From an optimization exercise on the open Yosys and OpenROAD flow, aimed at small area; shortcuts taken in it are not production practice. The RTL was checked by simulation tests, not by an equivalence proof against the original design. No driver is modelled on the clock port, so clocking that relies on it looks cheaper here than on a real chip. Power and IR drop assume default switching activity.

Setup of run A:
## top_module1
module top_module1(clk_i, rst, h_sync, v_sync, red_o, green_o, blue_o, x_in, y_in, ps2clk, ps2data, ld1);
input clk_i;
input rst;
input x_in;
input y_in;
output h_sync;
output v_sync;
output [3:0] red_o;
output [3:0] green_o;
output [3:0] blue_o;
input ps2clk;
input ps2data;
output ld1;
function [6:0] xpred;
    input [5:0] d;
    case (d)
        6'd0: xpred = 7'd16;
        6'd1: xpred = 7'd16;
        6'd2: xpred = 7'd16;
        6'd3: xpred = 7'd16;
        6'd4: xpred = 7'd16;
        6'd5: xpred = 7'd16;
        6'd6: xpred = 7'd16;
        6'd7: xpred = 7'd8;
        6'd8: xpred = 7'd8;
        6'd9: xpred = 7'd8;
        6'd10: xpred = 7'd8;
        6'd11: xpred = 7'd8;
        6'd12: xpred = 7'd8;
        6'd13: xpred = 7'd12;
        6'd14: xpred = 7'd12;
        6'd15: xpred = 7'd12;
        6'd16: xpred = 7'd12;
        6'd17: xpred = 7'd12;
        6'd18: xpred = 7'd12;
        6'd19: xpred = 7'd4;
        6'd20: xpred = 7'd4;
        6'd21: xpred = 7'd4;
        6'd22: xpred = 7'd4;
        6'd23: xpred = 7'd4;
        6'd24: xpred = 7'd68;
        6'd25: xpred = 7'd0;
        6'd26: xpred = 7'd0;
        6'd27: xpred = 7'd0;
        6'd28: xpred = 7'd0;
        6'd29: xpred = 7'd0;
        6'd30: xpred = 7'd0;
        6'd31: xpred = 7'd0;
        6'd32: xpred = 7'd0;
        6'd33: xpred = 7'd0;
        6'd34: xpred = 7'd0;
        6'd35: xpred = 7'd0;
        6'd36: xpred = 7'd0;
        6'd37: xpred = 7'd0;
        6'd38: xpred = 7'd0;
        6'd39: xpred = 7'd0;
        6'd40: xpred = 7'd34;
        6'd41: xpred = 7'd2;
        6'd42: xpred = 7'd2;
  ...
export LEC_CHECK = 0
export CAP_MARGIN = 20
export CORE_MARGIN = 2
export CORE_UTILIZATION = 65
export SLEW_MARGIN = 20
create_clock -name core_clock -period 20.0 [get_ports {clk_i}]
standard.sh (not shown) runs the stock make flow with config.mk's settings and CLKGATE_MAP_FILE= SYNTH_SCRIPT=/design/flow/synth_recipe.tcl, a recipe that flattens the netlist after the stock synthesis.
==> flow/flow/run.sh <==
#!/bin/bash
# Own layout flow: the standard flow (standard.sh) unchanged, except that
# the synthesis maps the combinational logic with an area-oriented ABC script
# (flow/area.abc) instead of ORFS's delay-oriented one, and the port buffers
# are the smallest buffer cell. Registers, their names and cells are those of
# the standard synthesis (ABC maps only the logic between them).
set -euo pipefail
W=$(pwd)
export OWN_ABC_SCRIPT="$W/flow/area.abc"
# The standard flow's synthesis script, with every abc call given the script above
{
  echo 'proc abc {args} {'
  echo '  set i [lsearch -exact $args -script]'
  echo '  if {$i >= 0} { lset args [expr {$i + 1}] $::env(OWN_ABC_SCRIPT) }'
  echo '  yosys abc {*}$args'
  echo '}'
  cat "$W/synth_recipe.tcl"
} > "$W/own_synth.tcl"
sed -E -e "s#SYNTH_SCRIPT=[^ ]*synth_recipe\.tcl'?#SYNTH_SCRIPT=$W/own_synth.tcl#" \
  -e "s#CLKGATE_MAP_FILE= #CLKGATE_MAP_FILE= 'BUFFER_PORTS_ARGS=-buffer_cell sky130_fd_sc_hd__buf_1' 'CTS_ARGS=-sink_clustering_enable -repair_clock_nets -dont_use_dummy_load -root_buf sky130_fd_sc_hd__clkbuf_16 -buf_list sky130_fd_sc_hd__clkbuf_8' #" \
  "$W/standard.sh" > "$W/own_standard.sh"
grep -q "SYNTH_SCRIPT=$W/own_synth.tcl" "$W/own_standard.sh"
grep -q "BUFFER_PORTS_ARGS" "$W/own_standard.sh"
bash "$W/own_standard.sh" > "$W/own_flow.log" 2>&1
cp "$W"/orfs/logs/*/top_module1/base/1_2_yosys.log "$W/yosys.log" 2>/dev/null || true
==> flow/flow/area.abc <==
strash
balance -l
resub -K 6 -l
rewrite -l
resub -K 6 -N 2 -l
refactor -l
resub -K 8 -l
balance -l
resub -K 8 -N 2 -l
rewrite -l
resub -K 10 -l
rewrite -z -l
resub -K 10 -N 2 -l
balance -l
resub -K 12 -l
refactor -z -l
resub -K 12 -N 2 -l
rewrite -z -l
balance -l
&get -n
&deepsyn -T 60
&put
balance -l
resub -K 6 -l
rewrite -l
resub -K 6 -N 2 -l
refactor -l
resub -K 8 -l
balance -l
resub -K 8 -N 2 -l
rewrite -l
resub -K 10 -l
rewrite -z -l
resub -K 10 -N 2 -l
balance -l
resub -K 12 -l
refactor -z -l
resub -K 12 -N 2 -l
rewrite -z -l
balance -l
dch -f
amap
topo
## Diff of input files: run B against run A
==> flow/flow/run.sh <==
#!/bin/bash
# Own layout flow: the standard flow (standard.sh), with three changes:
# the synthesis maps the combinational logic with an area-oriented ABC script
# (flow/area.abc) instead of ORFS's delay-oriented one; the port buffers are
# the smallest buffer cell; and clock tree synthesis inserts no dummy loads
# and uses smaller clock buffers. Registers, their names and cells are those
# of the standard synthesis (ABC maps only the logic between them).
set -euo pipefail
W=$(pwd)
export OWN_ABC_SCRIPT="$W/flow/area.abc"
export BUFFER_PORTS_ARGS="-buffer_cell sky130_fd_sc_hd__buf_1"
export CTS_ARGS="-sink_clustering_enable -repair_clock_nets -dont_use_dummy_load -buf_list sky130_fd_sc_hd__clkbuf_16"
# The standard flow's synthesis script, with every abc call given the script above
{
  echo 'proc abc {args} {'
  echo '  set i [lsearch -exact $args -script]'
  echo '  if {$i >= 0} { lset args [expr {$i + 1}] $::env(OWN_ABC_SCRIPT) }'
  echo '  yosys abc {*}$args'
  echo '}'
  cat "$W/synth_recipe.tcl"
} > "$W/own_synth.tcl"
sed -E "s#SYNTH_SCRIPT=[^ ]*synth_recipe\.tcl'?#SYNTH_SCRIPT=$W/own_synth.tcl#" "$W/standard.sh" > "$W/own_standard.sh"
grep -q "SYNTH_SCRIPT=$W/own_synth.tcl" "$W/own_standard.sh"
bash "$W/own_standard.sh" > "$W/own_flow.log" 2>&1
cp "$W"/orfs/logs/*/top_module1/base/1_2_yosys.log "$W/yosys.log" 2>/dev/null || true
cp "$W"/orfs/logs/*/top_module1/base/4_1_cts.log "$W/cts.log" 2>/dev/null || true
--- outcome ---
- Of run B and run A, it is run B that has the higher detailed route wirelength on metal3.
- Relative to run A, the met3 usage of run B is higher by 2.3 points.
- Taking run A as the reference, in run B number of vias in the routed layout comparable; worst setup slack grew by 13 ps; clock period minus worst slack lower; flop and latch count out of synthesis comparable.
- Of run B and run A, it is run B that has the lower routed metal-1 wire length.
- Between run A and run B, the slack of the worst reg-to-reg path does not differ in any meaningful way.
- Diff run B..run A | die area | unchanged
- Run A and run B ended up with nearly the same routed wire length.
Input-level comparison between run C and run B:
diff --git a/flow/flow/run.sh b/flow/flow/run.sh
--- a/flow/flow/run.sh
+++ b/flow/flow/run.sh
@@ -10,5 +10,5 @@
 export OWN_ABC_SCRIPT="$W/flow/area.abc"
 export BUFFER_PORTS_ARGS="-buffer_cell sky130_fd_sc_hd__buf_1"
-export CTS_ARGS="-sink_clustering_enable -repair_clock_nets -dont_use_dummy_load -buf_list sky130_fd_sc_hd__clkbuf_16"
+export CTS_ARGS="-sink_clustering_enable -repair_clock_nets -dont_use_dummy_load -root_buf sky130_fd_sc_hd__clkbuf_16 -buf_list {sky130_fd_sc_hd__clkbuf_8 sky130_fd_sc_hd__clkbuf_16}"
 # The standard flow's synthesis script, with every abc call given the script above
 {
==> summary.txt <==
Run C completed every stage of the flow, and the final layout passed the timing, DRC and antenna checks. Diff run C..run B | sequential cell count | unchanged. Comparing run C against run B, there is no change at all in area of all placed cells without fillers. From run B to run C, total power did not move at all.
## Diff of input files: run D against run C
==> flow/flow/run.sh <==
#!/bin/bash
# Own layout flow: the standard flow (standard.sh) unchanged, except that
# the synthesis maps the combinational logic with an area-oriented ABC script
# (flow/area.abc) instead of ORFS's delay-oriented one, and the port buffers
# are the smallest buffer cell. Registers, their names and cells are those of
# the standard synthesis (ABC maps only the logic between them).
set -euo pipefail
W=$(pwd)
export OWN_ABC_SCRIPT="$W/flow/area.abc"
# The standard flow's synthesis script, with every abc call given the script above
{
  echo 'proc abc {args} {'
  echo '  set i [lsearch -exact $args -script]'
  echo '  if {$i >= 0} { lset args [expr {$i + 1}] $::env(OWN_ABC_SCRIPT) }'
  echo '  yosys abc {*}$args'
  echo '}'
  cat "$W/synth_recipe.tcl"
} > "$W/own_synth.tcl"
sed -E -e "s#SYNTH_SCRIPT=[^ ]*synth_recipe\.tcl'?#SYNTH_SCRIPT=$W/own_synth.tcl#" \
  -e "s#CLKGATE_MAP_FILE= #CLKGATE_MAP_FILE= 'BUFFER_PORTS_ARGS=-buffer_cell sky130_fd_sc_hd__buf_1' 'CTS_ARGS=-sink_clustering_enable -repair_clock_nets -dont_use_dummy_load -root_buf sky130_fd_sc_hd__clkbuf_16 -buf_list sky130_fd_sc_hd__clkbuf_8 -sink_buffer_max_cap_derate 0.5' #" \
  "$W/standard.sh" > "$W/own_standard.sh"
grep -q "SYNTH_SCRIPT=$W/own_synth.tcl" "$W/own_standard.sh"
grep -q "BUFFER_PORTS_ARGS" "$W/own_standard.sh"
bash "$W/own_standard.sh" > "$W/own_flow.log" 2>&1
cp "$W"/orfs/logs/*/top_module1/base/1_2_yosys.log "$W/yosys.log" 2>/dev/null || true
In the flow results for run D and run C, the relative area change from synthesis to final layout is smaller on run D.
The total wire length on run C is in line with that on run D.
The least setup slack across all paths after layout in run D sits 13 ps below the value recorded for run C.


Another version of the RTL of top_module1 (not shown whole).
Size: about 2000 cells after synthesis, about 180 flip-flops.
clock: 20.0 ns
lec_check: 0
cap_margin: 20
core_margin: 2
core_utilization: 65
slew_margin: 20
==> flow/flow/run.sh <==
#!/bin/bash
# Own layout flow: the standard flow (standard.sh), with these changes:
# - synthesis leaves adders to ABC (no full/half adder extraction) and maps
#   the combinational logic with an area-oriented ABC script (flow/area.abc)
#   instead of ORFS's delay-oriented one; the registers, their names and
#   cells are those of the standard synthesis (ABC maps only the logic
#   between them);
# - the port buffers are the smallest buffer cell;
# - clock tree synthesis inserts no dummy loads and uses clkbuf_8 below a
#   clkbuf_16 root.
set -euo pipefail
W=$(pwd)
export OWN_ABC_SCRIPT="$W/flow/area.abc"
export BUFFER_PORTS_ARGS="-buffer_cell sky130_fd_sc_hd__buf_1"
export CTS_ARGS="-sink_clustering_enable -repair_clock_nets -dont_use_dummy_load -root_buf sky130_fd_sc_hd__clkbuf_16 -buf_list sky130_fd_sc_hd__clkbuf_8"
# The standard flow's synthesis script, with every abc call given the script above
{
  echo 'proc abc {args} {'
  echo '  set i [lsearch -exact $args -script]'
  echo '  if {$i >= 0} { lset args [expr {$i + 1}] $::env(OWN_ABC_SCRIPT) }'
  echo '  yosys abc {*}$args'
  echo '}'
  cat "$W/synth_recipe.tcl"
} > "$W/own_synth.tcl"
sed -E -e "s#SYNTH_SCRIPT=[^ ]*synth_recipe\.tcl'?#SYNTH_SCRIPT=$W/own_synth.tcl ADDER_MAP_FILE=#" \
  "$W/standard.sh" > "$W/own_standard.sh"
grep -q "SYNTH_SCRIPT=$W/own_synth.tcl ADDER_MAP_FILE=" "$W/own_standard.sh"
bash "$W/own_standard.sh" > "$W/own_flow.log" 2>&1
cp "$W"/orfs/logs/*/top_module1/base/1_2_yosys.log "$W/yosys.log" 2>/dev/null || true
cp "$W"/orfs/logs/*/top_module1/base/4_1_cts.log "$W/cts.log" 2>/dev/null || true
==> flow/flow/area.abc <==
strash
balance -l
resub -K 6 -l
rewrite -l
resub -K 6 -N 2 -l
refactor -l
resub -K 8 -l
balance -l
resub -K 8 -N 2 -l
rewrite -l
resub -K 10 -l
rewrite -z -l
resub -K 10 -N 2 -l
balance -l
resub -K 12 -l
refactor -z -l
resub -K 12 -N 2 -l
rewrite -z -l
balance -l
&get -n
&deepsyn -T 150
&put
balance -l
resub -K 6 -l
rewrite -l
resub -K 6 -N 2 -l
refactor -l
resub -K 8 -l
balance -l
resub -K 8 -N 2 -l
rewrite -l
resub -K 10 -l
rewrite -z -l
resub -K 10 -N 2 -l
balance -l
resub -K 12 -l
refactor -z -l
resub -K 12 -N 2 -l
rewrite -z -l
balance -l
dch -f
amap
topo
Next try:
--- a/flow/flow/area.abc
+++ b/flow/flow/area.abc
@@ -20,3 +20,3 @@
 &get -n
-&deepsyn -T 150
+&deepsyn -T 300
 &put
Cell area went down by 1.3%.
Synthesized area shrinks by 1.2%.
Worst setup slack gets worse by 310 ps.
Routed wire length decreases by 5.6%.
Power climbs by 0.82%.
Count of clock-buffer cells in the layout stays the same.
Final cell count goes down by 2.1%.
Hold slack gets better by 12 ps.
Next try:
--- a/flow/flow/run.sh
+++ b/flow/flow/run.sh
@@ -8,4 +8,3 @@
 # - the port buffers are the smallest buffer cell;
-# - clock tree synthesis inserts no dummy loads and uses clkbuf_8 below a
-#   clkbuf_16 root.
+# - clock tree synthesis inserts no dummy loads.
 set -euo pipefail
@@ -14,3 +13,3 @@
 export BUFFER_PORTS_ARGS="-buffer_cell sky130_fd_sc_hd__buf_1"
-export CTS_ARGS="-sink_clustering_enable -repair_clock_nets -dont_use_dummy_load -root_buf sky130_fd_sc_hd__clkbuf_16 -buf_list sky130_fd_sc_hd__clkbuf_8"
+export CTS_ARGS="-sink_clustering_enable -repair_clock_nets -dont_use_dummy_load -buf_list sky130_fd_sc_hd__clkbuf_16"
 # The standard flow's synthesis script, with every abc call given the script above
--- a/flow/flow/area.abc
+++ b/flow/flow/area.abc
@@ -20,3 +20,3 @@
 &get -n
-&deepsyn -T 300
+&deepsyn -T 60
 &put
--- a/flow/config.mk
+++ b/flow/config.mk
@@ -7,5 +7,5 @@
 export LEC_CHECK = 0
-export CAP_MARGIN = 20
+export CAP_MARGIN = 0
 export CORE_MARGIN = 2
 export CORE_UTILIZATION = 65
-export SLEW_MARGIN = 20
+export SLEW_MARGIN = 0
Outcome:
- The new run produced a clean layout
- final area climbs by a few percent
- register-to-register slack gets worse by 1100 ps
- setup slack gets worse by 2100 ps
- global-route usage is lower by 3.6 points
- area after synthesis climbs by a few percent
- utilization went up by 0.72 points
- die area rose by a few percent
- non-clock buffer count climbs by 10
- total power rises by roughly a tenth
Next try:
--- a/flow/flow/run.sh
+++ b/flow/flow/run.sh
@@ -8,3 +8,4 @@
 # - the port buffers are the smallest buffer cell;
-# - clock tree synthesis inserts no dummy loads.
+# - clock tree synthesis inserts no dummy loads and uses clkbuf_8 below a
+#   clkbuf_16 root.
 set -euo pipefail
@@ -13,3 +14,3 @@
 export BUFFER_PORTS_ARGS="-buffer_cell sky130_fd_sc_hd__buf_1"
-export CTS_ARGS="-sink_clustering_enable -repair_clock_nets -dont_use_dummy_load -buf_list sky130_fd_sc_hd__clkbuf_16"
+export CTS_ARGS="-sink_clustering_enable -repair_clock_nets -dont_use_dummy_load -root_buf sky130_fd_sc_hd__clkbuf_16 -buf_list sky130_fd_sc_hd__clkbuf_8"
 # The standard flow's synthesis script, with every abc call given the script above
--- a/flow/config.mk
+++ b/flow/config.mk
@@ -7,5 +7,5 @@
 export LEC_CHECK = 0
-export CAP_MARGIN = 0
+export CAP_MARGIN = 20
 export CORE_MARGIN = 2
 export CORE_UTILIZATION = 65
-export SLEW_MARGIN = 0
+export SLEW_MARGIN = 20
After rerunning:
- The new run completed without violations
- hold slack got worse by 5.2 ps
- design area shrinks by 1.3%
- global-route usage went down by 0.39 points
- total power shrinks by 11%
- worst setup slack is better by 22 ps
- routed wire length shrinks by 1.0%
- count of clock-buffer cells in the layout is unchanged
- final cell count is unchanged
- register-to-register slack gets better by 30 ps
- sequential power stays flat
Next try:
--- a/flow/flow/area.abc
+++ b/flow/flow/area.abc
@@ -20,3 +20,3 @@
 &get -n
-&deepsyn -T 60
+&deepsyn -T 600
 &put
Outcome: Combinational power came out lower by about 2%. Fmax climbs by 17%. Clock power barely changes. Synthesized cell count shrinks by about 4.7%. Area after synthesis shrinks by about 3%. Clock-buffer cell count is unchanged.
Next try:
--- a/flow/flow/run.sh
+++ b/flow/flow/run.sh
@@ -8,4 +8,3 @@
 # - the port buffers are the smallest buffer cell;
-# - clock tree synthesis inserts no dummy loads and uses clkbuf_8 below a
-#   clkbuf_16 root.
+# - clock tree synthesis inserts no dummy loads.
 set -euo pipefail
@@ -14,3 +13,3 @@
 export BUFFER_PORTS_ARGS="-buffer_cell sky130_fd_sc_hd__buf_1"
-export CTS_ARGS="-sink_clustering_enable -repair_clock_nets -dont_use_dummy_load -root_buf sky130_fd_sc_hd__clkbuf_16 -buf_list sky130_fd_sc_hd__clkbuf_8"
+export CTS_ARGS="-sink_clustering_enable -repair_clock_nets -dont_use_dummy_load -buf_list sky130_fd_sc_hd__clkbuf_16"
 # The standard flow's synthesis script, with every abc call given the script above
--- a/flow/flow/area.abc
+++ b/flow/flow/area.abc
@@ -20,3 +20,3 @@
 &get -n
-&deepsyn -T 600
+&deepsyn -T 60
 &put
=>
- critical path depth rises by 12
- clock skew falls by 16 ps
- setup slack degrades by 2600 ps
- die area rises by 3.1%
- routed wire length falls by about 6%

## static timing again, ports no longer ideal
The results above use ideal ports. As a check the final layouts listed here were re-extracted and re-timed, cells and wires unchanged. Step 1 sets driving cells, clkbuf_16 on the clock port and buf_2 on the other inputs (assumed; they add their load-dependent delay and slew). Step 2, shift: input delay + t, output delay - t, t = (earliest + latest rising clock arrival at the registers) / 2. This alone moves slack from input paths to output paths. Slacks: ideal / step 1 / step 2; pairs: ideal / step 1.
run	t, ns	slack for setup (ns)	latest minus earliest clock arrival (ns)	worst register clock-pin slew, ns	worst data-port slew with drivers (ns)
run A	0.435	9.256 / 9.256 / 9.256	0.054 / 0.054	0.12 / 0.12	0.03
run B	0.480	9.269 / 9.269 / 9.269	0.038 / 0.037	0.09 / 0.09	0.03
run C	0.480	9.269 / 9.269 / 9.269	0.038 / 0.037	0.09 / 0.09	0.03
run D	0.435	9.256 / 9.256 / 9.256	0.054 / 0.054	0.12 / 0.12	0.03
the first run of note 2	0.441	4.306 / 4.333 / 3.892	0.045 / 0.044	0.12 / 0.12	0.03
the second run of note 2	0.447	3.999 / 4.025 / 3.578	0.050 / 0.050	0.12 / 0.12	0.03
the third run of note 2	0.477	1.863 / 1.887 / 1.410	0.027 / 0.028	0.08 / 0.08	0.03
the fourth run of note 2	0.446	1.885 / 1.910 / 1.464	0.034 / 0.033	0.10 / 0.10	0.03
the fifth run of note 2	0.435	4.492 / 4.520 / 4.085	0.051 / 0.052	0.12 / 0.12	0.03
the sixth run of note 2	0.477	1.847 / 1.872 / 1.395	0.034 / 0.034	0.08 / 0.08	0.03
After both steps setup and hold are still met in every run listed. For the third run of note 2, which loses most, drivers alone change the setup slack by +0.024 ns; drivers and shift together by -0.453 ns.
